This design comes from an exercise in tuning for small area, a short achievable clock period and few clock cycles on the open sky130 flow, not from production work.
Where RTL was checked, it was by simulation tests only, not by an equivalence proof against the original.
For runs 1 and 2, only the layout was checked, not whether the RTL still works.
Power figures rest on the tool's default switching activity, not on a simulated workload.

==> flow/design.v <==
`timescale 1 ns / 1 ps
module Sobel (
    input         ap_clk,
    input         ap_rst,
    input         ap_start,
    output        ap_done,
    output        ap_idle,
    output        ap_ready,
    input  [31:0] p_src_mat_rows_read,
    input  [31:0] p_src_mat_cols_read,
    output [11:0] p_src_mat_data_V_address0,
    output        p_src_mat_data_V_ce0,
    input  [7:0]  p_src_mat_data_V_q0,
    output [11:0] p_dst_matx_data_V_address0,
    output        p_dst_matx_data_V_ce0,
    output        p_dst_matx_data_V_we0,
    output [7:0]  p_dst_matx_data_V_d0,
    output [11:0] p_dst_maty_data_V_address0,
    output        p_dst_maty_data_V_ce0,
    output        p_dst_maty_data_V_we0,
    output [7:0]  p_dst_maty_data_V_d0
);
localparam NS = 4;             
localparam H  = 1 << NS;       
localparam PW = NS + 1;        
wire [12:0] R_in = p_src_mat_rows_read[12:0];
wire [6:0]  C_in = p_src_mat_cols_read[6:0];
reg          busy;             
reg          run;              
reg  [5:0]   cm1;              
reg  [6:0]   cc;               
reg  [12:0]  rem;              
reg          nfull;            
reg          nlast;            
reg  [PW-1:0] nvlen;           
reg          last;             
reg  [PW-1:0] vlen;            
reg  [PW-1:0] p;               
reg          colend;           
reg          cn;               
reg          r1;               
reg          bub;              
reg  [5:0]   cr;               
reg          lastcol;          
reg          col0, col1;       
reg          c1;               
reg          k_row, k_col, k_new;   
reg          k_ci;             
reg          flush;            
reg          ovl;              
reg          s0;               
reg          t0;               
reg  [11:0]  rd;               
reg  [11:0]  cb;               
reg          rdce;
wire accept  = !busy && ap_start;
wire st_new  = colend && (flush ? !last : (lastcol && !last && nfull));   
wire st_fl   = colend && !flush && lastcol && (last || !nfull);            
wire st_col  = colend && !flush && !lastcol;                               
wire st_end  = colend && flush && last;
wire ext     = flush && last && !bub;
wire [11:0] rd_row = rd + {5'd0, cc};
wire [11:0] rd_col = cb + 1'b1;
wire [11:0] rd_str = rd + ~{5'd0, cm1, 1'b1} + k_ci;
wire [11:0] rd_n   = ({12{k_row}} & rd_row) | ({12{k_col}} & rd_col) | ({12{k_new}} & rd_str);
wire         n_run    = run && !st_end;
wire         n_flush  = st_fl ? 1'b1 : st_new ? 1'b0 : flush;
wire         n_last   = st_new ? nlast : last;
wire [PW-1:0] n_p     = colend ? {PW{1'b0}} : p + 1'b1;
wire         n_colend = !colend && (p == vlen);
wire         n_cn     = !colend && !cn && (p == vlen);
wire         n_kcol   = n_colend && !flush && (!lastcol || last || !nfull);
wire         n_knew   = n_colend && (flush ? !last : (lastcol && !last && nfull));
always @(posedge ap_clk) begin
    if (ap_rst) begin
        busy <= 1'b0;
        run  <= 1'b0;
        rdce <= 1'b0;
        k_row <= 1'b0;
        k_col <= 1'b0;
        k_new <= 1'b0;
    end else if (accept) begin
        busy <= 1'b1;
        run  <= 1'b1;
        rdce <= 1'b1;
        k_row <= 1'b1;
        k_col <= 1'b0;
        k_new <= 1'b0;
    end else begin
        k_row <= n_run && !(ext ? cn : n_colend);
        k_col <= n_run && n_kcol;
        k_new <= n_run && n_knew;
        if (ap_done) busy <= 1'b0;
        run  <= n_run;
        rdce <= n_run && !n_flush && !(bub && (n_p[1] || (r1 && n_p[0])));
    end
end
always @(posedge ap_clk) begin
    nfull <= (rem >= 2*H + 2);
    nlast <= (rem <= 2*H + 2);
    nvlen <= (rem <= 2*H + 2) ? rem[PW-1:0] - (H + 2) : H;
    if (accept) begin
        cm1    <= C_in[5:0] - 1'b1;
        rem    <= R_in;
        last   <= (R_in <= H + 2);
        vlen   <= (R_in <= H + 2) ? ((R_in <= 13'd2) ? 1'b1 : R_in[PW-1:0] - 2'd2) : H;
        r1     <= (R_in == 13'd1);
        bub    <= (R_in <= 13'd2);
        cn     <= 1'b0;
        p      <= 0;
        colend <= 1'b0;
        flush  <= 1'b0;
        ovl    <= 1'b0;
        s0     <= 1'b1;
        t0     <= 1'b1;
        cb     <= 12'd0;
        cc     <= C_in;
        cr     <= C_in[5:0] - 1'b1;
        lastcol <= (C_in[5:0] == 6'd1);
        c1     <= (C_in[5:0] == 6'd1);
        col0   <= 1'b1;
        col1   <= 1'b0;
        k_ci   <= 1'b1;
    end else begin
        k_ci   <= !(n_knew && flush);
        p      <= n_p;
        colend <= ext ? cn : n_colend;
        cn     <= n_cn;
        flush  <= n_flush;
        last   <= n_last;
        if (k_col) cb <= rd_col;
        if (k_new) cb <= rd_str;
        if (st_new) begin
            rem  <= rem - H;
            vlen <= nvlen;
            s0   <= 1'b0;
            cr   <= cm1;
            lastcol <= c1;
            col0 <= 1'b1;
            col1 <= 1'b0;
            ovl  <= !flush;
            t0   <= s0;
        end
        if (st_fl || st_col) begin
            cr   <= cr - 1'b1;
            lastcol <= (cr == 6'd1);
            col0 <= 1'b0;
            col1 <= col0;
            ovl  <= 1'b0;
            t0   <= s0;
        end
    end
end
always @(posedge ap_clk) rd <= rd_n;
assign p_src_mat_data_V_address0 = rd;
assign p_src_mat_data_V_ce0      = rdce;
wire m_bot    = last && !bub && ((p == 0 && !col0 && !col1) || (flush && colend));
wire m_valid  = run && (((!col0 || ovl) && ((p >= 2) || (p == 1 && t0)) && !(r1 && p[1])) || m_bot);
wire m_top    = t0 && (p == 1);
wire m_left   = ovl ? c1 : col1;
wire m_last   = run && st_end;
wire m_fcol   = t0 ? (p == 1) : (p == 2);
wire m_fstrip = m_left && !t0;
wire m_first  = m_left && t0 && (p == 1);    
reg m1_bot, m2_bot, m3_bot;
reg m1_valid, m1_top, m1_left, m1_right, m1_last, m1_fcol, m1_fstrip, m1_first;
reg m2_valid, m2_right, m2_last, m2_fcol, m2_fstrip, m2_first;
reg m3_valid, m3_right, m3_last;
reg w_row, w_col, w_str, w_hold, w_keep;
reg ce_d1;
always @(posedge ap_clk) begin
    if (ap_rst) begin
        m1_valid <= 1'b0; m1_last <= 1'b0;
        m2_valid <= 1'b0; m2_last <= 1'b0;
        m3_valid <= 1'b0; m3_last <= 1'b0;
        ce_d1 <= 1'b0;
    end else begin
        m1_valid <= m_valid;  m1_last <= m_last;
        m2_valid <= m1_valid; m2_last <= m1_last;
        m3_valid <= m2_valid; m3_last <= m2_last;
        ce_d1 <= rdce;
    end
end
always @(posedge ap_clk) begin
    m1_bot <= m_bot; m2_bot <= m1_bot;
    m1_top <= m_top; m1_left <= m_left; m1_right <= ovl; m1_fcol <= m_fcol; m1_fstrip <= m_fstrip; m1_first <= m_first;
    m2_right <= m1_right; m2_fcol <= m1_fcol; m2_fstrip <= m1_fstrip; m2_first <= m1_first;
    m3_right <= m2_right; m3_bot <= m2_bot;
    w_row  <= m2_valid && !m2_fcol;
    w_col  <= m2_valid && m2_fcol && !m2_fstrip && !m2_first;
    w_str  <= m2_valid && m2_fcol && m2_fstrip;
    w_hold <= !m2_valid;
    w_keep <= !(m2_valid && m2_fcol);
end
reg  [NS-1:0] sen;
wire [PW-1:0] vlen1 = vlen - 1'b1;
always @(posedge ap_clk) sen <= vlen1[NS-1:0];
reg [7:0] e0, e1, e2, f0, f1, f2, g0, g1, g2;
reg [7:0] e0m, g0m;
reg [8*H-1:0] va, vb;
wire [7:0] ca [0:NS];
wire [7:0] cv [0:NS];
assign ca[0] = va[7:0];
assign cv[0] = vb[7:0];
genvar gi, gj;
generate
    for (gi = 0; gi < NS; gi = gi + 1) begin : seg
        localparam integer LEN  = 1 << gi;
        localparam integer BASE = 1 << gi;
        always @(posedge ap_clk) begin
            va[8*BASE +: 8] <= ca[gi];
            vb[8*BASE +: 8] <= cv[gi];
        end
        for (gj = 1; gj < LEN; gj = gj + 1) begin : st
            always @(posedge ap_clk) begin
                va[8*(BASE+gj) +: 8] <= va[8*(BASE+gj-1) +: 8];
                vb[8*(BASE+gj) +: 8] <= vb[8*(BASE+gj-1) +: 8];
            end
        end
        assign ca[gi+1] = sen[gi] ? va[8*(BASE+LEN-1) +: 8] : ca[gi];
        assign cv[gi+1] = sen[gi] ? vb[8*(BASE+LEN-1) +: 8] : cv[gi];
    end
endgenerate
always @(posedge ap_clk) begin
    va[7:0] <= e1;
    vb[7:0] <= f1;
end
always @(posedge ap_clk) begin
    e0 <= ce_d1 ? p_src_mat_data_V_q0 : 8'd0;
    e0m <= (ce_d1 && !m1_bot && !m1_right) ? p_src_mat_data_V_q0 : 8'd0;
    g0m <= (m1_left || m1_bot) ? 8'd0 : cv[NS];
    e1 <= e0;
    e2 <= (m1_top || m1_right) ? 8'd0 : e1;
    f0 <= ca[NS];
    f1 <= f0;
    f2 <= m1_top ? 8'd0 : f1;
    g0 <= m1_left ? 8'd0 : cv[NS];
    g1 <= g0;
    g2 <= m1_top ? 8'd0 : g1;
end
reg [9:0] sxp, sxm, syp, sym;
always @(posedge ap_clk) begin
    sxp <= {2'd0, e2} + {1'd0, e1, 1'b0} + {2'd0, e0m};
    sxm <= {2'd0, g2} + {1'd0, g1, 1'b0} + {2'd0, g0m};
    syp <= {2'd0, g0} + {1'd0, f0, 1'b0} + {2'd0, e0m};
    sym <= {2'd0, g2} + {1'd0, f2, 1'b0} + {2'd0, e2};
end
wire [10:0] gx = {1'b0, sxp} - {1'b0, sxm};
wire [10:0] gy = {1'b0, syp} - {1'b0, sym};
wire [7:0] cx = (gx[10] || m3_right) ? 8'd0 : (|gx[9:8]) ? 8'd255 : gx[7:0];
wire [7:0] cy = (gy[10] || m3_bot) ? 8'd0 : (|gy[9:8]) ? 8'd255 : gy[7:0];
reg [7:0]  ox, oy;
reg [11:0] oa, wcb;
reg        owe, odone;
wire [11:0] oa_row = oa + {5'd0, cc};
wire [11:0] oa_str = oa + 1'b1;
wire [11:0] oa_col = wcb + 1'b1;
wire [11:0] oa_n = ({12{w_row}} & oa_row) | ({12{w_col}} & oa_col) | ({12{w_str}} & oa_str) | ({12{w_hold}} & oa);
wire [11:0] wcb_n = ({12{w_col}} & oa_col) | ({12{w_str}} & oa_str) | ({12{w_keep}} & wcb);
always @(posedge ap_clk) begin
    ox <= cx;
    oy <= cy;
    wcb <= wcb_n;
    oa  <= oa_n;
end
always @(posedge ap_clk) begin
    if (ap_rst) begin
        owe   <= 1'b0;
        odone <= 1'b0;
    end else begin
        owe   <= m3_valid;
        odone <= m3_last;
    end
end
assign p_dst_matx_data_V_address0 = oa;
assign p_dst_matx_data_V_ce0      = owe;
assign p_dst_matx_data_V_we0      = owe;
assign p_dst_matx_data_V_d0       = ox;
assign p_dst_maty_data_V_address0 = oa;
assign p_dst_maty_data_V_ce0      = owe;
assign p_dst_maty_data_V_we0      = owe;
assign p_dst_maty_data_V_d0       = oy;
assign ap_done  = odone;
assign ap_ready = odone;
assign ap_idle  = !busy && !ap_start;
endmodule
==> flow/flow/run.sh <==
#!/bin/bash
# Standard layout flow; only the cell used to buffer the ports is chosen
# (sky130_fd_sc_hd__buf_1 instead of the tool's default pick).
set -o pipefail
cp standard.sh standard_sh_copy.log
cp config.mk config_orig.log
echo 'export BUFFER_PORTS_ARGS = -buffer_cell sky130_fd_sc_hd__buf_1' >> config.mk
bash standard.sh > standard_run.log 2>&1
==> flow/standard.sh <==
#!/bin/bash
# synth_recipe.tcl (not shown) runs the flow's synth.tcl, then flattens the netlist and writes it again
# the make line also repeats each setting of config.mk as NAME=value (left out here)
make -C /OpenROAD-flow-scripts/flow DESIGN_CONFIG=/design/flow/config.mk WORK_HOME=/design/flow/orfs CLKGATE_MAP_FILE= SYNTH_SCRIPT=/design/flow/synth_recipe.tcl "${@:-finish}"
==> flow/config.mk <==
export PLATFORM = sky130hd
export DESIGN_NAME = Sobel
export DESIGN_NICKNAME = Sobel
export VERILOG_FILES = /design/flow/design.v
export SDC_FILE = /design/flow/constraint.sdc
export NUM_CORES = 4
export LEC_CHECK = 0
export CAP_MARGIN = 20
export CORE_MARGIN = 2
export CORE_UTILIZATION = 55
export CTS_CLUSTER_DIAMETER = 70
export CTS_CLUSTER_SIZE = 28
export SETUP_SLACK_MARGIN = 2.5
export SLEW_MARGIN = 20
export BUFFER_PORTS_ARGS = -buffer_cell sky130_fd_sc_hd__buf_1
==> flow/constraint.sdc <==
create_clock -name core_clock -period 5.0 [get_ports {ap_clk}]
set_input_delay 1.0000 -clock core_clock [delete_from_list [all_inputs] [get_ports {ap_clk}]]
set_output_delay 1.0000 -clock core_clock [all_outputs]
set_load 0.01 [all_outputs]
==> results of run 1 <==
==> cell type report <==
class	count	share of cell area (%)
clock inverters	20	1.32
inverters	83	1.46
well taps	461	2.68
flip-flops and latches	549	53.1
repair buffers	97	1.81
diodes	1	0.0116
multi-input cells	979	35.1
clock buffers	40	4.55
==> layer usage <==
layer | track usage, % | share of wire (%)
met1 | 26.1 | 47
met2 | 32.9 | 47
met3 | 3.22 | 3.5
met4 | 5.11 | 2.2
met5 | 0 | 0.045
==> timing repair <==
item	in CTS	in global routing
resized for setup	5	21
setup buffers	0	2
cloned	0	0
endpoints found under the setup margin	11	30
pin swaps	1	6
==> per-stage QoR <==
stage | setup WS (ns) | hold WS, ns
floorplan | 2.59 | 0.310
global placement | 1.92 | 0.311
detailed placement | 1.80 | 0.312
CTS | 2.50 | 0.311
global route | 2.48 | 0.317
finish | 2.60 | 0.315
==> worst min path at each step <==
stage               startpoint  endpoint  slack [ns]  depth (start not counted)
floorplan                e0[0]     e1[0]        0.31                          0
global placement         e0[4]     e1[4]        0.31                          0
detailed placement     va[112]   va[120]        0.31                          0
CTS                     vb[54]    vb[62]        0.31                          0
global route            vb[54]    vb[62]        0.32                          0
finish                  vb[85]    vb[93]        0.32                          0
==> cells by family (layout without fill, tap and decap cells) <==
| family | Yosys count | after routing | synth area share, % |
|---|---|---|---|
| simple gates | 392 | 392 | 9.70 |
| mux | 71 | 71 | 4.28 |
| flops | 549 | 549 | 58.4 |
| xor+xnor | 120 | 120 | 5.38 |
| fa+ha+maj | 131 | 131 | 9.81 |
| buf+inv | 135 | 240 | 3.35 |
| other cells | 0 | 1 | 0 |
| compound gates | 265 | 265 | 9.07 |
==> synth_stat cells (all sizes together) (17+ instances only) <==
cell	number
inv	82
o21a	22
xor2	46
a211oi	17
buf	25
xnor2	74
fa	37
ha	94
edfxtp	42
a21o	35
o21ai	58
nor2b	25
nand2b	21
nand3	25
a21oi	61
dfxtp	507
mux2	59
clkbuf	27
nand2	100
nor3	38
nor2	104
and2	31
==> power by group through the flow <==
stage               logic, mW  registers [mW]  clock network (mW)
floorplan                1.22            5.10                   0
global placement         1.56            5.14                   0
detailed placement       1.57            5.15                   0
CTS                      1.60            5.05                3.26
global route             1.84            5.09                3.41
finish                   1.63            5.04                3.16
==> state kept, by name (all words and copies together) (netlist names), 10 cells and up <==
signal	cells
sym	10
sxp	10
wcb	12
rem	13
sxm	10
rd	12
oa	12
vb	128
cb	12
va	128
syp	10
==> qor.csv, run 1 <==
stage,metric,value,unit
cts,clk sink count,549,
route,drc violations,0,
yosys,number of synthesis warnings,1,
timing,Fmax achieved,417,MHz
yosys,syn_nets,1869,
timing,relative slew slack,27.9,%
floorplanning,Boundary Pins,135,
cts,CTS Buf Count,34,
route,post-route ant nets,0,
setup_path,family with the most delay on the worst path,compound AO/OA/AOI/OAI gates,
power,Net Sw Frac,27.6,%
setup_path,r2r setup slk,2.60,ns
power,Leak,9.04,nW
power,Clock power frac,32.2,%
yosys,synth unique cells,65,
yosys,post-synthesis sequential area ratio,58.4,%
timing,Final Cycle Share,48.0,%
outcome,status,no timing/DRC/antenna violations,
power,Psw,2.72,mW
global_routing,gr ovfl total,0,
layout,area grow syn2layout,10.2,%
placement,# port buffers,90,
global_routing,initial antenna violation count,2,
floorplanning,Die H,192,um
power,peak supply drop,0.000361,V
route,vias per cell,5.09,
timing,clk_skew,0.0195,ns
timing,Setup Viol. Count Final,0,
setup_path,"Cell Chain, Critical Path",inv_1 -> ha_2 -> fa_2 -> nand2b_4 -> a21o_1 -> and3_1 -> a2111oi_4 -> buf_4 -> nand3_1 -> and2_1,
timing,RSZ-0062 raised after global routing,true,
setup_path,Critical Path RT,5.43,ns
layout,share of cells above drive strength 1,8.94,%
floorplanning,total core area,35300,um2
setup_path,Crit. Startpoint,syp[0],
timing,setup TNS,0,ns
cts,CTS Root Cell,clkbuf_16,
setup_path,max incr delay on CP,0.42,ns
timing,final hold violations,0,
power,Int Pwr,7.11,mW
cts,clk latency of the worst-skew pair,0.53,ns
route,routed length per instance,15.8,um
layout,nets,1950,
power,Pwr Total,9.83,mW
cts,# hold bufs at CTS,0,
yosys,Synth Instances,1663,
yosys,post-synth top area share,52.0,%
layout,Final Util,60.9,%
setup_path,CP Depth,10,
setup_path,CP max FO,3,
yosys,post-synth top area cell,dfxtp_1,
layout,"most common cell after layout, fill and taps aside",dfxtp_1,
layout,final design instance area without fill,21500,um2
layout,"commonest cells after routing, fill and taps aside","502 x dfxtp_1, 103 x nor2_1, 98 x nand2_1",
floorplanning,Initial Utilization,55.3,%
layout,Finished Layout Cells,2230,
setup_path,Setup Crit Path Kind,reg2reg,
layout,fillers,2885,
yosys,"Top FF cell, synth",dfxtp_1,
power,sequential share of power,51.3,%
cts,CTS tree,done,
route,final WL,35.3,mm
setup_path,RR Endpoint,oy[0],
route,DRT iter0 DRCs,518,
placement,Detailed Place HPWL,25.2,mm
global_routing,GRT Total Usage,19.5,%
power,combinational share of power,16.5,%
cts,CTS Buffer Depth,3,
layout,sequential cell area,11400,um2
yosys,Synth area leaders,"dfxtp_1 52%, edfxtp_1 6.5%, ha_1 6.0%",
placement,DP Cell Count,2167,
run,# Max-Cap Violations,0,
route,routed vias,11400,
global_routing,largest net degree at the start of global routing,62,
setup_path,Critical Path AT,2.83,ns
yosys,Synth async-reset ratio,0,%
global_routing,number of global-route vias before repair,11000,
min_path,HP Class,reg2reg,
setup_path,FF-to-FF path depth,10,
cts,H-Tree Depth,2,
placement,Area after DPL,20100,um2
setup_path,crit start category,register,
timing,max-slew violation count,0,
power,power density over the cells,457,nW/um2
timing,Final min period,2.40,ns
setup_path,"slowest stage cell, crit path",a2111oi_4,
setup_path,Worst Setup EP,oy[0],
global_routing,first-pass GRT wire length,56.9,mm
setup_path,Bufs and invs on worst path,2,
timing,Slew @ Worst Pin,1.08,ns
cts,"CTS clk-pin slew, worst paths",0.10,ns
layout,area taken by multi-input logic gates,7560,um2
floorplanning,die area,37000,um2
setup_path,Worst R2R Start,syp[0],
yosys,syn_area_per_cell,11.7,um2
yosys,"EDFF count, synth",42,
floorplanning,Horiz. Die Dim,192,um
placement,GPL Wtd Cong,0.837,
yosys,Synth Cell Area,19500,um2
route,drt first pass iters,5,
floorplanning,# rows,69,
yosys,"FF+latch count, synth",549,
setup_path,Critical Path Sink Type,register,
==> run 2, diff against run 1 <==
--- a/flow/design.v
+++ b/flow/design.v
@@ -96,16 +96,20 @@
     end
 end
 always @(posedge ap_clk) begin
+    cm1 <= C_in[5:0] - 1'b1;
+    cc  <= C_in;
+    c1  <= (C_in[5:0] == 6'd1);
+    r1  <= (R_in == 13'd1);
+    bub <= (R_in <= 13'd2);
+end
+always @(posedge ap_clk) begin
     nfull <= (rem >= 2*H + 2);
     nlast <= (rem <= 2*H + 2);
     nvlen <= (rem <= 2*H + 2) ? rem[PW-1:0] - (H + 2) : H;
     if (accept) begin
-        cm1    <= C_in[5:0] - 1'b1;
         rem    <= R_in;
         last   <= (R_in <= H + 2);
         vlen   <= (R_in <= H + 2) ? ((R_in <= 13'd2) ? 1'b1 : R_in[PW-1:0] - 2'd2) : H;
-        r1     <= (R_in == 13'd1);
-        bub    <= (R_in <= 13'd2);
         cn     <= 1'b0;
         p      <= 0;
         colend <= 1'b0;
@@ -114,10 +118,8 @@
         s0     <= 1'b1;
         t0     <= 1'b1;
         cb     <= 12'd0;
-        cc     <= C_in;
         cr     <= C_in[5:0] - 1'b1;
         lastcol <= (C_in[5:0] == 6'd1);
-        c1     <= (C_in[5:0] == 6'd1);
         col0   <= 1'b1;
         col1   <= 1'b0;
         k_ci   <= 1'b1;
--- a/flow/config.mk
+++ b/flow/config.mk
@@ -8,8 +8,8 @@
 export CAP_MARGIN = 20
 export CORE_MARGIN = 2
 export CORE_UTILIZATION = 55
-export CTS_CLUSTER_DIAMETER = 70
-export CTS_CLUSTER_SIZE = 28
+export CTS_CLUSTER_DIAMETER = 80
+export CTS_CLUSTER_SIZE = 32
 export SETUP_SLACK_MARGIN = 2.5
 export SLEW_MARGIN = 20
 export BUFFER_PORTS_ARGS = -buffer_cell sky130_fd_sc_hd__buf_1
==> run 2 against run 1 <==
Net effect: sequential cell count stayed put; utilization down 0.40 points; global-route usage barely moved; non-clock buffer count stayed put; routed wire length fell by 0.40%; via count down 0.38%; fmax grew 1.1%; still clean; power is 7.2% lower; first-iteration DRC count is 10% lower; largest cell class unchanged; critical endpoint is now sxm[9].
==> qor.csv, run 2 <==
stage,metric,value,unit
outcome,status,no timing/DRC/antenna violations,
yosys,Synth area leaders,"dfxtp_1 54%, ha_1 6.1%, edfxtp_1 4.0%",
setup_path,Critical Path Sink Type,register,
timing,Final Cycle Share,47.5,%
placement,GPL Wtd Cong,0.829,
cts,CTS tree,done,
route,drt first pass iters,6,
yosys,post-synthesis sequential area ratio,58.2,%
power,Leak,8.83,nW
route,vias per cell,5.13,
yosys,syn_area_per_cell,11.6,um2
power,power density over the cells,436,nW/um2
global_routing,GRT Total Usage,19.5,%
yosys,post-synth top area share,54.1,%
run,# Max-Cap Violations,0,
cts,CTS Buf Count,25,
global_routing,number of global-route vias before repair,11000,
cts,"CTS clk-pin slew, worst paths",0.11,ns
cts,clk latency of the worst-skew pair,0.57,ns
power,peak supply drop,0.000315,V
layout,share of cells above drive strength 1,7.26,%
layout,Regs by FF count,"va x128, vb x128, rem x13",
yosys,Synth async-reset ratio,0,%
yosys,number of synthesis warnings,1,
cts,H-Tree Depth,1,
floorplanning,# rows,68,
global_routing,largest net degree at the start of global routing,40,
yosys,syn_nets,1871,
yosys,"FF+latch count, synth",549,
setup_path,Bufs and invs on worst path,0,
yosys,top-count cell post-synth,dfxtp_1,
cts,clk sink count,549,
placement,# port buffers,90,
timing,clk_skew,0.0260,ns
setup_path,"Cell Chain, Critical Path",fa_1 -> ha_1 -> fa_1 -> a21o_1 -> a21oi_2 -> o21bai_1 -> a21oi_2 -> o21ai_0,
layout,nets,1943,
setup_path,"slowest stage cell, crit path",fa_1,
timing,RSZ-0062 raised after global routing,false,
layout,area grow syn2layout,8.15,%
floorplanning,Initial Utilization,56.0,%
route,DRT iter0 DRCs,466,
power,sequential share of power,55.2,%
timing,setup TNS,0,ns
setup_path,r2r setup slk,2.63,ns
timing,relative slew slack,27.2,%
route,post-route ant nets,0,
timing,minimum hold slack,0.326,ns
yosys,"Top FF cell, synth",dfxtp_1,
floorplanning,Die H,192,um
timing,Slew @ Worst Pin,1.09,ns
route,routed length per instance,16.0,um
global_routing,gr ovfl total,0,
power,combinational share of power,17.4,%
setup_path,crit start category,register,
floorplanning,Horiz. Die Dim,192,um
power,Net Sw Frac,28.0,%
setup_path,max incr delay on CP,0.43,ns
route,final WL,35.2,mm
yosys,post-synth top area cell,dfxtp_1,
timing,Final min period,2.37,ns
floorplanning,die area,36700,um2
yosys,synth cell count leaders,"523 x dfxtp_1, 100 x nor2_1, 98 x nand2_1, 94 x ha_1, 89 x inv_1",
power,Int Pwr,6.57,mW
timing,max-slew violation count,0,
layout,Antenna Cells,0,
yosys,Synth Instances,1665,
timing,Setup Viol. Count Final,0,
cts,CTS Buffer Depth,3,
route,routed vias,11300,
global_routing,initial antenna violation count,0,
yosys,synth unique cells,65,
yosys,Synth Cell Area,19300,um2
layout,"most common cell after layout, fill and taps aside",dfxtp_1,
yosys,"EDFF count, synth",26,
cts,CTS Root Cell,clkbuf_16,
global_routing,first-pass GRT wire length,56.8,mm
timing,final hold violations,0,
layout,"commonest cells after routing, fill and taps aside","520 x dfxtp_1, 100 x nor2_1, 98 x nand2_1",
setup_path,CP max FO,2,
route,drc violations,0,
setup_path,Critical Path AT,2.83,ns
setup_path,Critical Path RT,5.46,ns
setup_path,Setup Crit Path Kind,reg2reg,
power,Psw,2.56,mW
layout,final design instance area without fill,20900,um2
setup_path,family with the most delay on the worst path,adder cells,
floorplanning,Boundary Pins,135,
timing,Fmax achieved,421,MHz
power,Clock power frac,27.4,%
floorplanning,total core area,34500,um2
placement,Detailed Place HPWL,25.6,mm
placement,Area after DPL,19900,um2
min_path,HP Class,reg2reg,
-- run 2: what timing repair did --
action / 4_1_cts / 5_1_grt
pin swaps: 0 / 3
hold endpoints to repair: 0 / 0
gates resized for setup: 6 / 20
endpoints found under the setup margin: 18 / 31
cloned: 0 / 0
buffers inserted: 0 / 2
hold buffers: 0 / 0
-- run 2: path summary, 6_finish.rpt --
path,from,end,depth (start not counted)
worst max-delay path,g2[1],sxm[9],8
worst min-delay path,e0[3],e1[3],0
worst max register to register,g2[1],sxm[9],8
worst min register to register,e0[3],e1[3],0
-- run 2: layer usage --
layer / GRT usage [%] / share of wire, % / vias to the layer above
li1: - / - / 5753
met1: 25.6 / 46 / 5349
met2: 34.5 / 49 / 168
met3: 2.28 / 3.1 / 43
met4: 4.11 / 1.8 / 0
met5: 0 / 0 / -
-- run 2: logic make-up after synthesis --
group | Yosys count | share of synthesized area [%]
flops | 549 | 58.2
xor+xnor | 123 | 5.57
buf+inv | 143 | 3.53
simple gates | 384 | 9.67
mux | 68 | 4.15
fa+ha+maj | 131 | 9.91
compound gates | 267 | 8.99
-- run 2: worst reg2reg max path, delay by kind of cell, from the launching register on --
family,cells,cell delay [ns]
compound gates,5,0.79
fa+ha+maj,3,1.08
flops,1,0.40
-- run 2: metrics by stage --
step,std cells,utilization (%),total power [mW],setup WS (ns)
finish,2204,60.5,9.12,2.63
global route,2204,60.5,9.61,2.46
CTS,2202,60.3,9.18,2.54
detailed placement,2163,57.7,6.65,2.08
global placement,2163,57.7,6.62,2.11
floorplan,1665,-,6.24,2.65
-- run 2: power by group through the flow --
stage          registers [mW]  clock network (mW)  logic [mW]
5_1_grt                  5.09                2.75        1.78
4_1_cts                  5.05                2.59        1.54
6_report                 5.03                2.50        1.58
2_1_floorplan            5.09                   0        1.15
3_3_place_gp             5.14                   0        1.49
3_5_place_dp             5.14                   0        1.50
-- run 2: final cells by class --
| class | instances | area (um2) |
|---|---|---|
| fill | 2986 | 13600 |
| sequential | 549 | 11300 |
| multi-input combinational | 973 | 7500 |
| clock buffer | 27 | 633 |
| tap | 455 | 569 |
| timing repair buffer | 97 | 394 |
| inverter | 91 | 342 |
| clock inverter | 12 | 220 |
==> run 3, diff against run 2 <==
--- a/flow/design.v
+++ b/flow/design.v
@@ -25,14 +25,16 @@
 localparam PW = NS + 1;        
 wire [12:0] R_in = p_src_mat_rows_read[12:0];
 wire [6:0]  C_in = p_src_mat_cols_read[6:0];
+wire [12:0] R_m3  = R_in - 2'd3;
+wire [7:0]  kc_in = (R_in <= 13'd2) ? 8'd0 : R_m3[NS +: 8];
+wire [PW-1:0] vll_in = (R_in <= 13'd2) ? 1'b1 : {1'b0, R_m3[NS-1:0]} + 1'b1;
 reg          busy;             
 reg          run;              
 reg  [5:0]   cm1;              
 reg  [6:0]   cc;               
-reg  [12:0]  rem;              
+reg  [7:0]   kc;               
+reg  [PW-1:0] vll;             
 reg          nfull;            
-reg          nlast;            
-reg  [PW-1:0] nvlen;           
 reg          last;             
 reg  [PW-1:0] vlen;            
 reg  [PW-1:0] p;               
@@ -65,7 +67,7 @@
 wire [11:0] rd_n   = ({12{k_row}} & rd_row) | ({12{k_col}} & rd_col) | ({12{k_new}} & rd_str);
 wire         n_run    = run && !st_end;
 wire         n_flush  = st_fl ? 1'b1 : st_new ? 1'b0 : flush;
-wire         n_last   = st_new ? nlast : last;
+wire         n_last   = st_new ? (kc == 8'd1) : last;
 wire [PW-1:0] n_p     = colend ? {PW{1'b0}} : p + 1'b1;
 wire         n_colend = !colend && (p == vlen);
 wire         n_cn     = !colend && !cn && (p == vlen);
@@ -101,15 +103,14 @@
     c1  <= (C_in[5:0] == 6'd1);
     r1  <= (R_in == 13'd1);
     bub <= (R_in <= 13'd2);
-end
-always @(posedge ap_clk) begin
-    nfull <= (rem >= 2*H + 2);
-    nlast <= (rem <= 2*H + 2);
-    nvlen <= (rem <= 2*H + 2) ? rem[PW-1:0] - (H + 2) : H;
+    vll <= vll_in;
+end
+always @(posedge ap_clk) begin
+    nfull <= (kc != 8'd1) || vll[NS];
     if (accept) begin
-        rem    <= R_in;
-        last   <= (R_in <= H + 2);
-        vlen   <= (R_in <= H + 2) ? ((R_in <= 13'd2) ? 1'b1 : R_in[PW-1:0] - 2'd2) : H;
+        kc     <= kc_in;
+        last   <= (kc_in == 8'd0);
+        vlen   <= (kc_in == 8'd0) ? vll_in : H;
         cn     <= 1'b0;
         p      <= 0;
         colend <= 1'b0;
@@ -133,8 +134,8 @@
         if (k_col) cb <= rd_col;
         if (k_new) cb <= rd_str;
         if (st_new) begin
-            rem  <= rem - H;
-            vlen <= nvlen;
+            kc   <= kc - 1'b1;
+            vlen <= (kc == 8'd1) ? vll : H;
             s0   <= 1'b0;
             cr   <= cm1;
             lastcol <= c1;
==> run 3 against run 2 <==
Net effect: clock skew up 0.0023 ns; hold slack better by 0.0043 ns; sequential power about the same; count of clock-buffer cells in the layout unchanged; area after synthesis down 0.91%; power up 3.4%; via count down 0.48%; non-clock buffer count up 1; combinational power up 22%; largest cell class unchanged; highest routed layer unchanged.
==> qor.csv, run 3 <==
stage,metric,value,unit
setup_path,Setup Crit Path Kind,reg2reg,
yosys,post-synth top area cell,dfxtp_1,
run,# Max-Cap Violations,0,
route,drc violations,0,
setup_path,Critical Path Sink Type,register,
layout,share of cells above drive strength 1,9.51,%
power,Clock power frac,26.1,%
global_routing,first-pass GRT wire length,57.5,mm
route,routed length per instance,16.2,um
yosys,post-synth top area share,54.5,%
timing,clk_skew,0.0283,ns
yosys,synth cell count leaders,"522 x dfxtp_1, 96 x ha_1, 90 x nor2_1, 79 x nand2_1, 77 x inv_1",
timing,max-slew violation count,0,
timing,relative slew slack,28.5,%
yosys,synth unique cells,72,
timing,final hold violations,0,
yosys,post-synthesis sequential area ratio,57.8,%
power,Int Pwr,6.70,mW
layout,"most common cell after layout, fill and taps aside",dfxtp_1,
power,Psw,2.73,mW
min_path,HP Class,reg2reg,
cts,"CTS clk-pin slew, worst paths",0.12,ns
cts,CTS Root Cell,clkbuf_16,
placement,# port buffers,90,
route,post-route ant nets,0,
outcome,status,no timing/DRC/antenna violations,
global_routing,initial antenna violation count,2,
yosys,Synth Instances,1642,
placement,GPL Wtd Cong,0.844,
cts,CTS Buf Count,25,
floorplanning,# rows,68,
yosys,"FF+latch count, synth",543,
timing,Setup Viol. Count Final,0,
setup_path,Critical Path AT,2.91,ns
setup_path,"slowest stage cell, crit path",fa_1,
placement,Area after DPL,19800,um2
yosys,top-count cell post-synth,dfxtp_1,
layout,Regs by FF count,"va x128, vb x128",
global_routing,largest net degree at the start of global routing,39,
cts,clk sink count,543,
floorplanning,Die H,191,um
yosys,"EDFF count, synth",21,
timing,Fmax achieved,411,MHz
floorplanning,total core area,34500,um2
setup_path,CP max FO,8,
yosys,Synth area leaders,"dfxtp_1 55%, ha_1 6.3%, fa_1 3.9%",
power,sequential share of power,53.4,%
placement,DP Cell Count,2138,
setup_path,"Cell Chain, Critical Path",inv_1 -> ha_1 -> fa_1 -> nor2b_2 -> o31a_1 -> o21ai_4 -> a2111oi_4 -> nor2_4 -> o31ai_2,
global_routing,number of global-route vias before repair,11100,
power,power density over the cells,449,nW/um2
timing,Slew @ Worst Pin,1.07,ns
yosys,Synth Cell Area,19200,um2
layout,area grow syn2layout,9.59,%
setup_path,Critical Path RT,5.47,ns
route,final WL,35.4,mm
setup_path,crit start category,register,
route,DRT iter0 DRCs,512,
floorplanning,Boundary Pins,135,
cts,H-Tree Depth,1,
floorplanning,Horiz. Die Dim,191,um
power,Leak,8.77,nW
timing,Final min period,2.43,ns
global_routing,GRT Total Usage,19.7,%
global_routing,gr ovfl total,0,
yosys,syn_nets,1850,
cts,CTS tree,done,
setup_path,r2r setup slk,2.57,ns
yosys,Synth async-reset ratio,0,%
timing,Final Cycle Share,48.6,%
floorplanning,Initial Utilization,55.6,%
layout,final design instance area without fill,21000,um2
timing,RSZ-0062 raised after global routing,true,
timing,setup TNS,0,ns
route,routed vias,11300,
power,peak supply drop,0.000492,V
yosys,syn_area_per_cell,11.7,um2
power,combinational share of power,20.5,%
cts,clk latency of the worst-skew pair,0.57,ns
yosys,"Top FF cell, synth",dfxtp_1,
route,vias per cell,5.16,
layout,nets,1923,
power,Pwr Total,9.43,mW
placement,Detailed Place HPWL,25.4,mm
layout,"commonest cells after routing, fill and taps aside","516 x dfxtp_1, 95 x ha_1, 89 x nor2_1, 89 x buf_1, 79 x nand2_1",
floorplanning,die area,36300,um2
yosys,number of synthesis warnings,1,
route,drt first pass iters,5,
cts,CTS Buffer Depth,3,
power,Net Sw Frac,28.9,%
layout,Finished Layout Cells,2182,
setup_path,max incr delay on CP,0.44,ns
==> run 3: layout make-up <==
cell class	instances	area, um2
antenna	2	5.00
clock buffer	27	654
clock inverter	10	183
fill	2877	13500
inverter	78	294
multi-input combinational	969	7810
sequential	543	11100
tap	455	569
timing repair buffer	98	399
==> run 3: kinds of logic (layout without fill, tap and decap cells) <==
| logic type | after synthesis | count (layout) | share of synthesized area, % |
|---|---|---|---|
| flip-flops | 543 | 543 | 57.8 |
| adder cells (fa/ha/maj) | 133 | 133 | 10.1 |
| XOR/XNOR | 133 | 133 | 6.08 |
| AND/OR/NAND/NOR | 377 | 377 | 9.88 |
| buffers and inverters | 130 | 213 | 3.00 |
| other | 0 | 2 | 0 |
| multiplexers | 69 | 69 | 3.97 |
| AO/OA/AOI/OAI | 257 | 257 | 9.11 |
==> run 3: power groups by stage <==
stage                     registers, mW  clock network (mW)  logic (mW)
after floorplan                    5.09                   0        1.27
after global placement             5.13                   0        1.66
after detailed placement           5.14                   0        1.68
after CTS                          5.05                2.55        1.76
after global routing               5.09                2.69        2.15
final                              5.04                2.46        1.93
==> run 3: worst paths after layout <==
path | startpoint | to | cells after the start
max | syp[0] | oy[3] | 9
min | e0[6] | e1[6] | 0
max reg2reg | syp[0] | oy[3] | 9
min reg2reg | e0[6] | e1[6] | 0
==> run 3: critical path, delay by kind of cell, from the launching register on <==
| kind | cells | cell delay, ns |
|---|---|---|
| compound gates | 4 | 1.05 |
| simple gates | 2 | 0.30 |
| flops | 1 | 0.32 |
| fa+ha+maj | 2 | 0.66 |
| buf+inv | 1 | 0.04 |
==> run 3: what timing repair did <==
| action | 4_1_cts | 5_1_grt |
|---|---|---|
| gates resized for setup | 27 | 35 |
| pin swaps | 1 | 12 |
| endpoints found under the setup margin | 37 | 35 |
| hold buffers | 0 | 0 |
| setup buffers | 0 | 5 |
==> run 3: routing by layer <==
layer / track usage, % / routed length (um)
met4: 4.05 / 616
met5: 0 / 0
met2: 33.9 / 16800
met3: 2.39 / 1090
met1: 26.7 / 16800
==> run 3: stage by stage <==
step	util, %	hold slack [ns]	setup slack [ns]
after global placement	57.5	0.309	1.85
final	60.9	0.331	2.57
after floorplan	-	0.310	2.18
after CTS	60.3	0.335	2.43
after global routing	60.9	0.339	2.40
after detailed placement	57.5	0.312	1.75
Testbench counts of run 3, summed over its fixed seeds: cycles 82,208.
==> run 4, diff against run 3 <==
--- a/flow/config.mk
+++ b/flow/config.mk
@@ -10,6 +10,6 @@
 export CORE_UTILIZATION = 55
 export CTS_CLUSTER_DIAMETER = 80
 export CTS_CLUSTER_SIZE = 32
-export SETUP_SLACK_MARGIN = 2.5
+export SETUP_SLACK_MARGIN = 2.9
 export SLEW_MARGIN = 20
 export BUFFER_PORTS_ARGS = -buffer_cell sky130_fd_sc_hd__buf_1
==> run 4 against run 3 <==
Net effect: power rose by 6.8%; still clean on timing, DRC and antenna; clock skew down 0.0017 ns; worst setup slack gained 0.039 ns; routed wire length rose by 4.6%; sequential power about the same; sequential share of layout area shrank 3.4 points; sequential cell count unchanged; via count grew 3.7%; combinational power is 28% higher.
==> qor.csv, run 4 <==
stage,metric,value,unit
outcome,status,no timing/DRC/antenna violations,
timing,final hold violations,0,
layout,nets,1995,
setup_path,Worst R2R Start,e2[1],
setup_path,Setup Crit Path Kind,reg2reg,
cts,"CTS clk-pin slew, worst paths",0.11,ns
timing,RSZ-0062 raised after global routing,true,
placement,Detailed Place HPWL,25.4,mm
global_routing,busiest layer in global routing,met2,
power,sequential share of power,50.0,%
setup_path,Critical Path Sink Type,register,
floorplanning,Boundary Pins,135,
layout,"most common cell after layout, fill and taps aside",dfxtp_1,
global_routing,number of global-route vias before repair,11300,
cts,CTS Buffer Depth,3,
yosys,syn_nets,1850,
placement,# port buffers,90,
timing,max-slew violation count,0,
route,drc violations,0,
timing,clk_skew,0.0267,ns
yosys,fraction of the mapped netlist area in adder cells,10.1,%
layout,Antenna Cells,0,
setup_path,Crit. Startpoint,e2[1],
setup_path,Critical Path RT,5.51,ns
route,final WL,37.0,mm
cts,clk latency of the worst-skew pair,0.59,ns
power,Pwr Total,10.1,mW
yosys,Synth async-reset ratio,0,%
timing,Fmax achieved,418,MHz
global_routing,met3 Track Usage GR,2.26,%
floorplanning,# rows,68,
timing,Setup Viol. Count Final,0,
global_routing,gr ovfl total,0,
cts,clk sink count,543,
cts,# hold bufs at CTS,0,
yosys,"EDFF count, synth",21,
setup_path,FF-to-FF path depth,8,
route,DRT iter0 DRCs,479,
floorplanning,Horiz. Die Dim,191,um
power,Int Pwr,7.12,mW
yosys,Synth Instances,1642,
floorplanning,total core area,34500,um2
layout,fillers,2672,
yosys,synth unique cells,72,
timing,relative slew slack,22.3,%
global_routing,met2 GRT Util,35.6,%
timing,setup TNS,0,ns
min_path,HP Class,reg2reg,
route,post-route ant nets,0,
setup_path,Worst Setup EP,sxp[7],
yosys,post-synth top area cell,dfxtp_1,
floorplanning,Initial Utilization,55.6,%
global_routing,largest net degree at the start of global routing,39,
yosys,synth cell count leaders,"522 x dfxtp_1, 96 x ha_1, 90 x nor2_1, 79 x nand2_1, 77 x inv_1",
setup_path,r2r setup slk,2.61,ns
power,Net Sw Frac,29.3,%
yosys,Synth Cell Area,19200,um2
power,Clock power frac,25.4,%
yosys,simple-gate share of the synthesized area,9.88,%
yosys,post-synthesis xor/xnor area fraction,6.08,%
route,routed vias,11700,
placement,GPL Wtd Cong,0.818,
setup_path,Critical Path AT,2.90,ns
timing,Slew @ Worst Pin,1.16,ns
route,routed length per instance,16.4,um
power,Psw,2.95,mW
setup_path,crit start category,register,
yosys,largest family of logic cells by synthesized area,adder cells,
yosys,post-synthesis sequential area ratio,57.8,%
yosys,mux contribution to synthesized area,3.97,%
power,peak supply drop,0.000457,V
yosys,Synth Area in Compound Gates,9.11,%
yosys,syn_area_per_cell,11.7,um2
timing,Final min period,2.39,ns
layout,Final Util,66.0,%
floorplanning,die area,36300,um2
cts,CTS Buf Count,25,
layout,area grow syn2layout,18.7,%
yosys,"Top FF cell, synth",dfxtp_1,
global_routing,first-pass GRT wire length,59.1,mm
global_routing,GRT met1 Usage,27.3,%
cts,CTS tree,done,
power,Leak,9.58,nW
setup_path,CP max FO,2,
route,drt first pass iters,5,
timing,Final Cycle Share,47.8,%
cts,H-Tree Depth,1,
power,power density over the cells,443,nW/um2
setup_path,RR Endpoint,sxp[7],
floorplanning,Die H,191,um
yosys,post-synth top area share,54.5,%
global_routing,initial antenna violation count,0,
power,combinational share of power,24.6,%
run,# Max-Cap Violations,0,
yosys,"FF+latch count, synth",543,
layout,"commonest cells after routing, fill and taps aside","468 x dfxtp_1, 81 x nor2_1, 77 x nand2_1",
layout,Regs by FF count,"va x128, vb x128",
global_routing,GRT Total Usage,20.4,%
route,vias per cell,5.18,
yosys,top-count cell post-synth,dfxtp_1,
yosys,number of synthesis warnings,1,
yosys,Synth area leaders,"dfxtp_1 55%, ha_1 6.3%, fa_1 3.9%",
cts,CTS Root Cell,clkbuf_16,
layout,share of cells above drive strength 1,24.7,%
==> run 4: cell counts after synthesis <==
No cell type changed its count.
==> run 4: power by group through the flow <==
stage / Sequential, mW / Clock (mW) / Combinational, mW
5_1_grt: 5.09 / 2.79 / 2.72
3_5_place_dp: 5.14 / 0 / 1.73
4_1_cts: 5.03 / 2.64 / 2.08
2_1_floorplan: 5.09 / 0 / 1.33
6_report: 5.03 / 2.56 / 2.48
3_3_place_gp: 5.13 / 0 / 1.71
==> run 4: repair_timing <==
item	4_1_cts	5_1_grt
endpoints found under the setup margin	134	133
endpoints found under the hold margin	0	0
buffers inserted	50	26
pin swaps	68	63
gates resized for setup	239	102
==> run 4: worst min-delay path by stage <==
| stage | start | to | slack [ns] | cells after the start |
|---|---|---|---|---|
| 2_1_floorplan | e0[0] | e1[0] | 0.31 | 0 |
| 3_3_place_gp | e0[7] | e1[7] | 0.31 | 0 |
| 3_5_place_dp | va[106] | va[114] | 0.31 | 0 |
| 4_1_cts | e0[0] | e1[0] | 0.33 | 0 |
| 5_1_grt | e0[0] | e1[0] | 0.34 | 0 |
| 6_report | vb[77] | vb[85] | 0.33 | 0 |
==> run 4: cell families (layout without fill, tap and decap cells) <==
| family | after synthesis | in the layout |
|---|---|---|
| AO/OA/AOI/OAI | 257 | 257 |
| XOR/XNOR | 133 | 133 |
| adder cells (fa/ha/maj) | 133 | 133 |
| buffers and inverters | 130 | 288 |
| flip-flops | 543 | 543 |
| multiplexers | 69 | 69 |
| AND/OR/NAND/NOR | 377 | 377 |
==> run 4: through the flow <==
stage / instance area [um2] / worst slack (ns) / hold WS [ns] / std cells
after floorplan: 19300 / 2.18 / 0.310 / 1642
after global placement: 20000 / 1.95 / 0.310 / 2139
after detailed placement: 20000 / 1.89 / 0.312 / 2139
after CTS: 22000 / 2.65 / 0.333 / 2229
after global routing: 22700 / 2.52 / 0.336 / 2255
final: 22700 / 2.61 / 0.326 / 2255
==> run 4: per-layer routing <==
layer / part of all wire (%) / vias up
li1: - / 5910
met1: 46 / 5560
met2: 49 / 157
met3: 2.8 / 44
met4: 1.8 / 0
met5: 0 / -
==> run 4: area by class of cell <==
type	instances	area [um2]	share of cell area, %
Inverter	78	298	1.31
Clock inverter	13	234	1.03
Multi-Input combinational cell	969	8420	37.0
Clock buffer	27	654	2.88
Sequential cell	543	11200	49.4
Tap cell	455	569	2.50
Timing Repair Buffer	170	1340	5.89
==> run 4: critical path, stage by stage (launching register included) <==
cell and delay [ns]:
dfxtp_4 0.37, fa_2 0.48, ha_4 0.19, fa_2 0.39, a21o_1 0.20, a21oi_2 0.18
o21bai_1 0.11, a21oi_2 0.24, xnor2_2 0.15
==> run 5, diff against run 4 <==
--- a/flow/config.mk
+++ b/flow/config.mk
@@ -10,6 +10,6 @@
 export CORE_UTILIZATION = 55
 export CTS_CLUSTER_DIAMETER = 80
 export CTS_CLUSTER_SIZE = 32
-export SETUP_SLACK_MARGIN = 2.9
+export SETUP_SLACK_MARGIN = 2.7
 export SLEW_MARGIN = 20
 export BUFFER_PORTS_ARGS = -buffer_cell sky130_fd_sc_hd__buf_1
==> run 5 against run 4 <==
Net effect: largest cell class unchanged; worst setup slack gained 0.032 ns; count of clock-buffer cells in the layout shrank 1; via count shrank 2.8%; area after synthesis is the same; hold slack lost 0.0035 ns; register-to-register slack gained 0.03 ns; clock power shrank 3%; routed wire length shrank 3.1%; highest routed layer unchanged.
==> qor.csv, run 5 <==
stage,metric,value,unit
placement,GPL Wtd Cong,0.829,
yosys,synth unique cells,72,
yosys,post-synthesis sequential area ratio,57.8,%
min_path,hold_sp,vb[47],
cts,clk sink count,543,
route,routed length per instance,16.2,um
floorplanning,total core area,34500,um2
timing,minimum hold slack,0.323,ns
min_path,HP Class,reg2reg,
setup_path,FF-to-FF path depth,8,
setup_path,Critical Path RT,5.46,ns
timing,max-slew violation count,0,
yosys,"Top FF cell, synth",dfxtp_1,
yosys,"EDFF count, synth",21,
yosys,Synth area leaders,"dfxtp_1 55%, ha_1 6.3%, fa_1 3.9%",
timing,clk_skew,0.0320,ns
route,vias per cell,5.14,
route,routed vias,11300,
placement,Detailed Place HPWL,25.3,mm
power,Leak,8.93,nW
setup_path,Worst R2R Start,f0[1],
setup_path,crit start category,register,
timing,Fmax achieved,424,MHz
layout,Regs by FF count,"va x128, vb x128",
yosys,synth cell count leaders,"522 x dfxtp_1, 96 x ha_1, 90 x nor2_1, 79 x nand2_1, 77 x inv_1",
setup_path,Setup Crit Path Kind,reg2reg,
global_routing,number of global-route vias before repair,11100,
yosys,syn_nets,1850,
run,# Max-Cap Violations,0,
yosys,"FF+latch count, synth",543,
setup_path,r2r setup slk,2.64,ns
layout,fillers,2783,
timing,relative slew slack,26.9,%
yosys,syn_area_per_cell,11.7,um2
placement,# port buffers,90,
yosys,post-synth top area cell,dfxtp_1,
setup_path,RR Endpoint,syp[8],
cts,CTS tree,done,
timing,RSZ-0062 raised after global routing,true,
route,DRT iter0 DRCs,458,
yosys,top-count cell post-synth,dfxtp_1,
layout,sequential cell area,11100,um2
power,power density over the cells,444,nW/um2
route,post-route ant nets,0,
route,drc violations,0,
cts,"CTS clk-pin slew, worst paths",0.11,ns
global_routing,GRT Total Usage,19.8,%
cts,clk latency of the worst-skew pair,0.58,ns
min_path,Hold Path Depth,0,
yosys,Synth Cell Area,19200,um2
layout,nets,1946,
floorplanning,die area,36300,um2
global_routing,largest net degree at the start of global routing,39,
min_path,WHS Endpoint,vb[55],
layout,"most common cell after layout, fill and taps aside",dfxtp_1,
floorplanning,# rows,68,
global_routing,gr ovfl total,0,
yosys,number of synthesis warnings,1,
timing,Setup Viol. Count Final,0,
yosys,post-synth top area share,54.5,%
floorplanning,Boundary Pins,135,
route,final WL,35.8,mm
yosys,Synth Instances,1642,
layout,area taken by multi-input logic gates,8050,um2
setup_path,Critical Path Sink Type,register,
timing,Slew @ Worst Pin,1.10,ns
cts,CTS Buffer Depth,3,
route,drt first pass iters,6,
setup_path,Critical Path AT,2.82,ns
timing,setup TNS,0,ns
layout,final design instance area without fill,21500,um2
setup_path,CP max FO,2,
floorplanning,Initial Utilization,55.6,%
layout,area grow syn2layout,12.3,%
placement,Area after DPL,19800,um2
power,peak supply drop,0.000363,V
global_routing,initial antenna violation count,1,
placement,pre-CTS WS,1.91,ns
outcome,status,no timing/DRC/antenna violations,
layout,"commonest cells after routing, fill and taps aside","491 x dfxtp_1, 86 x nor2_1, 86 x ha_1",
floorplanning,Horiz. Die Dim,191,um
cts,CTS Buf Count,25,
global_routing,first-pass GRT wire length,57.8,mm
layout,share of cells above drive strength 1,14.8,%
power,Pwr Total,9.55,mW
timing,Final Cycle Share,47.2,%
cts,CTS Root Cell,clkbuf_16,
floorplanning,Die H,191,um
cts,H-Tree Depth,1,
timing,Final min period,2.36,ns
timing,final hold violations,0,
timing,final worst setup slack,2.64,ns
yosys,Synth async-reset ratio,0,%
## run 5: cell counts after synthesis
No cell type changed its count.
## run 5: cells by family after synthesis
| kind of cell | Yosys count | synth area share, % |
|---|---|---|
| compound gates | 257 | 9.11 |
| flops | 543 | 57.8 |
| mux | 69 | 3.97 |
| buf+inv | 130 | 3.00 |
| fa+ha+maj | 133 | 10.1 |
| xor+xnor | 133 | 6.08 |
| simple gates | 377 | 9.88 |
## run 5: worst max-delay path, stage by stage, from the launching register on
cell	delay, ns
dfxtp_4	0.38
fa_2	0.55
ha_1	0.23
a21o_1	0.17
a21oi_2	0.17
nor2b_1	0.07
o21a_1	0.20
o41a_1	0.34
xor2_1	0.15
## run 5: report_power, final
group	leakage, nW	internal [mW]	switching, mW
sequential	4.47	4.81	0.233
combinational	4.04	0.938	1.10
clock	0.411	1.03	1.45
total	8.93	6.77	2.78
## run 5: layout make-up
cell class                 instances  share of cell area (%)
timing repair buffer             121                    2.87
clock inverter                    14                   0.930
antenna                            1                  0.0116
sequential                       543                    51.8
inverter                          78                    1.37
tap                              455                    2.65
clock buffer                      26                    3.02
multi-input combinational        969                    37.4
## run 5: worst max-delay path by stage
stage / start / endpoint / slack (ns)
2_1_floorplan: p_src_mat_rows_read[3] / vlen[3] / 2.18
3_3_place_gp: p_src_mat_rows_read[0] / vlen[3] / 1.93
3_5_place_dp: p_src_mat_rows_read[0] / vlen[3] / 1.91
4_1_cts: g0[2] / syp[8] / 2.60
5_1_grt: f0[1] / syp[8] / 2.53
6_report: f0[1] / syp[8] / 2.64
## run 5: routing by layer
metal	global-route usage, %	up-vias	part of all wire (%)
li1	-	5795	-
met1	27.0	5344	48
met2	33.5	168	47
met3	2.85	38	3.8
met4	4.53	0	1.7
met5	0	-	0
## run 5: through the flow
stage               utilization (%)  std cells
floorplan                         -       1642
global placement               57.6       2138
detailed placement             57.6       2138
CTS                            61.3       2192
global route                   62.4       2206
finish                         62.4       2207
## run 5: timing repair
item | 4_1_cts | 5_1_grt
buffers inserted | 14 | 14
hold buffers | 0 | 0
pin swaps | 28 | 49
endpoints found under the setup margin | 82 | 53
gates resized for setup | 92 | 69
==> run 6, diff against run 5 <==
--- a/flow/config.mk
+++ b/flow/config.mk
@@ -7,7 +7,7 @@
 export LEC_CHECK = 0
 export CAP_MARGIN = 20
 export CORE_MARGIN = 2
-export CORE_UTILIZATION = 55
+export CORE_UTILIZATION = 70
 export CTS_CLUSTER_DIAMETER = 80
 export CTS_CLUSTER_SIZE = 32
 export SETUP_SLACK_MARGIN = 2.7
==> run 6 against run 5 <==
Net effect: non-clock buffer count is 18 higher; sequential share of layout area is 0.80 points higher; via count is 2.6% higher; critical path type unchanged; critical endpoint is now sxp[8]; largest cell class unchanged; largest power group unchanged; highest routed layer is now met5.
==> qor.csv, run 6 <==
stage,metric,value,unit
outcome,status,no timing/DRC/antenna violations,
setup_path,"slowest stage cell, crit path",fa_1,
power,peak supply drop,0.000301,V
power,Pwr Total,9.22,mW
floorplanning,Die H,169,um
route,routed vias,11600,
yosys,mux contribution to synthesized area,3.97,%
cts,"CTS clk-pin slew, worst paths",0.12,ns
cts,# hold bufs at CTS,0,
layout,"commonest cells after routing, fill and taps aside","494 x dfxtp_1, 88 x ha_1, 87 x nor2_1",
layout,"most common cell after layout, fill and taps aside",dfxtp_1,
setup_path,family with the most delay on the worst path,compound AO/OA/AOI/OAI gates,
yosys,"FF+latch count, synth",543,
floorplanning,Initial Utilization,71.1,%
timing,max-slew violation count,0,
power,power density over the cells,435,nW/um2
setup_path,Worst R2R Start,e2[2],
global_routing,largest net degree at the start of global routing,39,
timing,final worst setup slack,2.62,ns
power,Leak,8.90,nW
setup_path,Setup Crit Path Kind,reg2reg,
yosys,syn_nets,1850,
yosys,post-synthesis sequential area ratio,57.8,%
yosys,synth cell count leaders,"522 x dfxtp_1, 96 x ha_1, 90 x nor2_1, 79 x nand2_1, 77 x inv_1",
global_routing,gr ovfl total,0,
floorplanning,total core area,27000,um2
route,DRT iter0 DRCs,669,
yosys,top-count cell post-synth,dfxtp_1,
route,drc violations,0,
run,# Max-Cap Violations,0,
yosys,Synth async-reset ratio,0,%
yosys,synth unique cells,72,
timing,RSZ-0062 raised after global routing,true,
cts,clk latency of the worst-skew pair,0.55,ns
global_routing,GRT met1 Usage,32.1,%
setup_path,CP Depth,8,
setup_path,Bufs and invs on worst path,0,
timing,minimum hold slack,0.330,ns
yosys,post-synth top area cell,dfxtp_1,
yosys,Synth area leaders,"dfxtp_1 55%, ha_1 6.3%, fa_1 3.9%",
global_routing,met3 Track Usage GR,3.29,%
yosys,post-synthesis xor/xnor area fraction,6.08,%
timing,Setup Viol. Count Final,0,
floorplanning,Boundary Pins,135,
timing,Fmax achieved,420,MHz
setup_path,r2r setup slk,2.62,ns
setup_path,crit start category,register,
setup_path,Crit. Startpoint,e2[2],
timing,final hold violations,0,
timing,setup TNS,0,ns
route,drt first pass iters,8,
yosys,largest family of logic cells by synthesized area,adder cells,
setup_path,Critical Path AT,2.83,ns
floorplanning,# rows,60,
cts,H-Tree Depth,1,
yosys,number of synthesis warnings,1,
placement,Detailed Place HPWL,24.6,mm
placement,pre-CTS WS,1.91,ns
yosys,fraction of the mapped netlist area in adder cells,10.1,%
global_routing,met2 GRT Util,42.8,%
cts,CTS tree,done,
global_routing,busiest layer in global routing,met2,
yosys,syn_area_per_cell,11.7,um2
layout,Final Util,78.6,%
setup_path,CP max FO,2,
route,post-route ant nets,0,
layout,nets,1960,
setup_path,RR Endpoint,sxp[8],
floorplanning,die area,28700,um2
timing,Final Cycle Share,47.6,%
setup_path,"Cell Chain, Critical Path",fa_1 -> ha_1 -> a21o_1 -> a21oi_2 -> nor2b_1 -> o21a_1 -> o41a_1 -> xor2_1,
route,routed length per instance,17.1,um
yosys,"EDFF count, synth",21,
setup_path,FF-to-FF path depth,8,
setup_path,Critical Path Sink Type,register,
global_routing,number of global-route vias before repair,11400,
setup_path,Worst Setup EP,sxp[8],
min_path,HP Class,reg2reg,
global_routing,GRT Total Usage,24.5,%
yosys,post-synth top area share,54.5,%
global_routing,first-pass GRT wire length,56.6,mm
timing,Final min period,2.38,ns
placement,# port buffers,90,
yosys,simple-gate share of the synthesized area,9.88,%
layout,fillers,1718,
layout,share of cells above drive strength 1,14.6,%
cts,CTS Root Cell,clkbuf_16,
cts,CTS Buffer Depth,3,
global_routing,initial antenna violation count,2,
cts,CTS Buf Count,21,
timing,Slew @ Worst Pin,1.08,ns
timing,clk_skew,0.0206,ns
placement,GPL Wtd Cong,0.879,
route,final WL,36.0,mm
setup_path,max incr delay on CP,0.57,ns
yosys,Synth Area in Compound Gates,9.11,%
yosys,Synth Cell Area,19200,um2
yosys,"Top FF cell, synth",dfxtp_1,
timing,relative slew slack,28.0,%
layout,Regs by FF count,"va x128, vb x128",
route,vias per cell,5.55,
cts,clk sink count,543,
layout,area grow syn2layout,10.6,%
floorplanning,Horiz. Die Dim,169,um
min_path,hold_sp,va[84],
yosys,Synth Instances,1642,
setup_path,Critical Path RT,5.45,ns
==> run 6: cell counts after synthesis <==
Identical to the previous run, type by type.
==> run 6: cell type report <==
class | count | area [um2] | area share [%]
Sequential cell | 543 | 11100 | 52.6
Multi-Input combinational cell | 969 | 7980 | 37.7
Timing Repair Buffer | 139 | 754 | 3.56
Clock buffer | 24 | 558 | 2.63
Tap cell | 341 | 427 | 2.01
Antenna cell | 1 | 2.50 | 0.0118
Inverter | 78 | 294 | 1.39
Clock inverter | 3 | 36.3 | 0.171
==> run 6: logic make-up (layout without fill, tap and decap cells) <==
kind of cell / count (synthesis) / after routing
flip-flops: 543 / 543
AO/OA/AOI/OAI: 257 / 257
AND/OR/NAND/NOR: 377 / 377
XOR/XNOR: 133 / 133
buffers and inverters: 130 / 244
other: 0 / 1
multiplexers: 69 / 69
adder cells (fa/ha/maj): 133 / 133
==> run 6: repair_timing <==
action,in CTS,in global routing
resized for setup,79,70
pin swaps,27,59
buffers inserted,22,26
setup endpoints to repair,74,53
==> run 6: power breakdown <==
group	internal [mW]	switching [mW]
Clock	0.820	1.23
Sequential	4.81	0.244
Combinational	0.969	1.14
Total	6.60	2.62
==> run 6: layer usage <==
| metal | up-vias | routed length [um] |
|---|---|---|
| met4 | 2 | 958 |
| met2 | 218 | 17700 |
| met1 | 5533 | 15900 |
| met5 | - | 12 |
| met3 | 69 | 1310 |
| li1 | 5817 | - |
==> run 6: worst min path at each step <==
stage / slack, ns / end / cells past startpoint
2_1_floorplan: 0.31 / e1[0] / 0
3_3_place_gp: 0.31 / va[62] / 0
3_5_place_dp: 0.31 / va[120] / 0
4_1_cts: 0.33 / va[92] / 0
5_1_grt: 0.34 / va[92] / 0
6_report: 0.33 / va[92] / 0
==> run 6: worst register-to-register path, stage by stage, from the launching register on <==
cell and delay [ns]:
dfxtp_2 0.36, fa_1 0.57, ha_1 0.24, a21o_1 0.17
a21oi_2 0.17, nor2b_1 0.07, o21a_1 0.19, o41a_1 0.32
xor2_1 0.20
==> run 6: per-stage QoR <==
| stage | instance area [um2] | instances |
|---|---|---|
| floorplan | 19200 | 1642 |
| global route | 21200 | 2097 |
| finish | 21200 | 2098 |
| detailed placement | 19700 | 2022 |
| CTS | 20700 | 2071 |
| global placement | 19700 | 2022 |

re-timing with driven ports:
How much do the figures lean on ideal ports? The routed layouts below were timed once more, with nothing changed but the port constraints.
Step 1 (the two cells are an assumption about what drives the block):
set clk [get_ports {ap_clk}]
set_driving_cell -lib_cell sky130_fd_sc_hd__clkbuf_16 $clk
set_driving_cell -lib_cell sky130_fd_sc_hd__buf_2 [delete_from_list [all_inputs] $clk]
Step 2 moves the port delays by t, midway between the first and last clock arrival at a register: inputs arrive t later, outputs are due t later. That takes back most of the time a late clock gives input paths.
Slacks: ideal / step 1 / step 2; pairs: ideal / step 1.
| run | shift t [ns] | slack for setup (ns) | worst register clock-pin slew, ns |
|---|---|---|---|
| run 1 | 0.577 | 2.600 / 2.600 / 2.161 | 0.10 / 0.10 |
| run 2 | 0.613 | 2.627 / 2.613 / 2.149 | 0.11 / 0.11 |
| run 3 | 0.611 | 2.569 / 2.569 / 1.994 | 0.12 / 0.12 |
| run 4 | 0.630 | 2.608 / 2.608 / 2.072 | 0.12 / 0.12 |
| run 5 | 0.614 | 2.640 / 2.640 / 2.076 | 0.12 / 0.12 |
| run 6 | 0.591 | 2.621 / 2.621 / 2.091 | 0.12 / 0.12 |
After both steps every run listed still meets setup and hold. For run 3, which loses most, drivers alone change the setup slack by 0.000 ns; drivers and shift together by -0.575 ns.
